Source: an optimization exercise on an open RTL-to-GDS flow (aim: a short achievable clock period and few clock cycles). Production flows keep margins and buffers that such runs may drop.
Power is estimated from default activity; no workload was simulated.

## mips
module mips(input  logic        clk, reset,
            output logic [31:0] pc,
            input  logic [31:0] instr,
            output logic        memwrite,
            output logic [31:0] aluout, writedata,
            input  logic [31:0] readdata);
Size: ~6,000 cells after synthesis, roughly 160 I/O pins, roughly 0.080 mm2 of cells after synthesis.
export LEC_CHECK = 0
export CAP_MARGIN = 20
export CORE_MARGIN = 2
export CORE_UTILIZATION = 40
export SETUP_SLACK_MARGIN = 5
export SLEW_MARGIN = 20
create_clock -name core_clock -period 9.0 [get_ports {clk}]
standard.sh (not shown) runs the stock make flow with config.mk's settings and CLKGATE_MAP_FILE= SYNTH_SCRIPT=/design/flow/synth_recipe.tcl, a recipe that flattens the netlist after the stock synthesis.
==> flow/flow/run.sh <==
#!/bin/bash
# Standard ORFS layout (the standard.sh) with these changes to how it is
# made (constraints unchanged):
#  - ports are buffered with buf_4 instead of the default delay buffer, and
#    the resizer may change a cell's footprint.
set -euo pipefail
bash standard.sh finish SETUP_SLACK_MARGIN=6.6 MATCH_CELL_FOOTPRINT=0 \
  "BUFFER_PORTS_ARGS=-buffer_cell sky130_fd_sc_hd__buf_4" CTS_CLUSTER_SIZE=20 CTS_CLUSTER_DIAMETER=60 > make_finish.log 2>&1
==> next run, changes <==
--- a/flow/design.v
+++ b/flow/design.v
@@ -16,12 +16,13 @@
   localparam logic [5:0] OP_LHU  = 6'b100100;
   localparam logic [5:0] OP_SW   = 6'b101011;
   logic [31:0] pcI;       
   logic [31:0] pcO;       
   logic        validD, predD, crossD, longD;
   logic        jrPD, rtPD, nJPD, bz0PD, zAPD, zBPD;
+  logic        jrDoneD;    
   logic [21:0] hiPD, hiMD;
   logic [7:0]  btloD;
   logic        btcD;
   logic [31:0] irD, pc4D;
   logic        validE;
   logic        regwE, memwE, loadE, brEqE, brGtE, jrE, predE, xE;
@@ -146,13 +147,13 @@
   assign mA = regwM & (destM == rsD);
   assign mB = regwM & (destM == rtD);
   assign cA = ~zA & eA & constE;
   assign cB = ~zB & eB & constE;
   assign aA = ~zA & ~eA & mA & (ldtM == 2'd0);
   assign aB = ~zB & ~eB & mB & (ldtM == 2'd0);
-  assign jrFast = jrPD & (zA | cA | aA) & (zB | cB | aB);
+  assign jrFast = jrPD & ~jrDoneD & (zA | cA | aA) & (zB | cB | aB);
   assign ceam = cvalE + aluM;
   always_comb
     case ({cA, aA, cB, aB})
       4'b1000, 4'b0010: jrtgtD = cvalE;
       4'b0100, 4'b0001: jrtgtD = aluM;
       4'b1001, 4'b0110: jrtgtD = ceam;
@@ -202,14 +203,27 @@
   logic [31:0] pcbase, pcnext;
   logic        ovr, selJ, selB;
   assign ovr    = redirM | stall | redirD | reset;
   assign pcbase = reset ? 32'b0 : redirM ? tgtM : stall ? pcI : dtgt;
   assign selJ   = isJF;
   assign selB   = predF & ~isJF;
-  pcsel u_pcsel(.etgt(tgtE), .base(pcbase), .jtgt(jtgtF), .btgt(btgtF), .p4(pc4F),
-                .rede(redirE), .ovr(ovr), .selj(selJ), .selb(selB), .y(pcnext));
+  logic        constD, constEv, jrF, selR1, selR2, selR;
+  logic [31:0] cvalD, cdce;
+  assign constD  = validD & (isADDI | isANDI | isXORI) & (rsD == 5'd0) & (rtD != 5'd0);
+  assign constEv = validE & regwE & constE & (destE != rtD);
+  assign cvalD   = isADDI ? seD : isXORI ? zeD : 32'b0;
+  assign cdce    = cvalD + cvalE;
+  assign jrF     = (opF == OP_R) & (instr[5:0] == 6'b001000);
+  assign selR1   = jrF & constD & (instr[25:21] == rtD) & (instr[20:16] == 5'd0);
+  assign selR2   = jrF & constD & constEv &
+                   (((instr[25:21] == destE) & (instr[20:16] == rtD)) |
+                    ((instr[25:21] == rtD) & (instr[20:16] == destE)));
+  assign selR    = selR1 | selR2;
+  pcsel u_pcsel(.etgt(tgtE), .base(pcbase), .jtgt(jtgtF), .r1tgt(cvalD), .r2tgt(cdce),
+                .btgt(btgtF), .p4(pc4F), .rede(redirE), .ovr(ovr), .selj(selJ),
+                .selr1(selR1), .selr2(selR2), .selb(selB), .y(pcnext));
   always_ff @(posedge clk, posedge reset)
     if (reset) pcI <= 32'b0;
     else       pcI <= pcnext;
   always_ff @(posedge clk)
     pcO <= pcnext;
   always_ff @(posedge clk, posedge reset)
@@ -217,12 +231,13 @@
     else if (redirM | redirE) validD <= 1'b0;
     else if (!stall) validD <= ~redirD;
   always_ff @(posedge clk)
     if (!stall) begin
       irD   <= instr;
       jrPD  <= (instr[31:26] == OP_R) & (instr[5:0] == 6'b001000);
+      jrDoneD <= selR;
       rtPD  <= (instr[31:26] == OP_R) | (instr[31:26] == OP_BEQ) |
                (instr[31:26] == OP_BGTZ) | (instr[31:26] == OP_SW);
       nJPD  <= (instr[31:26] != OP_J);
       bz0PD <= (instr[31:26] == OP_BGTZ) & (instr[20:16] == 5'd0);
       zAPD  <= (instr[25:21] == 5'd0);
       zBPD  <= (instr[20:16] == 5'd0);
@@ -244,13 +259,13 @@
     regwE  <= regwD;
     memwE  <= isSW;
     loadE  <= isLoad;
     brEqE  <= isBEQ | (isBGTZ & (rtD == 5'd0));
     brGtE  <= isBGTZ & (rtD != 5'd0);
     xE     <= isBEQ ? predEff : ~predEff;
-    jrE    <= isJR & ~jrFast;
+    jrE    <= isJR & ~jrFast & ~jrDoneD;
     constE <= (isADDI | isANDI | isXORI) & (rsD == 5'd0);
     lastE  <= lastD;
     cvalE  <= isADDI ? seD : isXORI ? zeD : 32'b0;
     predE  <= predEff;
     ldtE   <= (opD == OP_LW) ? 2'd1 : (opD == OP_LH) ? 2'd2 : (opD == OP_LHU) ? 2'd3 : 2'd0;
     destE  <= destD;
@@ -294,11 +309,12 @@
 module fwdsel(input  logic [31:0] px, c, rest,
               input  logic        sltx, fs, fl,
               output logic [31:0] y);
   assign y[31:1] = fs ? (px[31:1] ^ c[31:1]) : rest[31:1];
   assign y[0]    = fs ? (px[0] ^ c[0]) : fl ? sltx : rest[0];
 endmodule
-module pcsel(input  logic [31:0] etgt, base, jtgt, btgt, p4,
-             input  logic        rede, ovr, selj, selb,
+module pcsel(input  logic [31:0] etgt, base, jtgt, r1tgt, r2tgt, btgt, p4,
+             input  logic        rede, ovr, selj, selr1, selr2, selb,
              output logic [31:0] y);
-  assign y = rede ? etgt : ovr ? base : selj ? jtgt : selb ? btgt : p4;
+  assign y = rede ? etgt : ovr ? base : selj ? jtgt : selr1 ? r1tgt : selr2 ? r2tgt :
+             selb ? btgt : p4;
 endmodule
Outcome: The changed run completed without violations. Cell area came out higher by 2.5%. Total power came out higher by 0.70%. Critical path depth stays the same. Synthesized area came out higher by 0.55%. Combinational power came out higher by 5.7%.
No functional check of the RTL was part of any run of this note.

port drivers added, routing unchanged:
No port has a modelled driver above. Below, the same layouts with a new extraction and two added sets of constraints. Step 1, drivers: a clkbuf_16 drives clk and a buf_2 each remaining input, both assumed. Step 2 also shifts input and output timing later by t, the mid clock arrival at the registers, as if the neighbouring blocks saw the same clock. Three values: ideal ports, drivers, drivers and shift; two values: the first two.
run | t (ns) | slack for setup (ns) | hold WS [ns] | worst setup path after step 2
the first run | 0.918 | 5.468 / 5.524 / 4.606 | 0.326 / 0.326 / 0.326 | input to register
the second run | 0.903 | 5.428 / 5.428 / 4.617 | 0.328 / 0.328 / 0.328 | input to register
After both steps setup and hold are still met in every run listed. For the first run, which loses most, drivers alone change the setup slack by +0.056 ns; drivers and shift together by -0.862 ns.
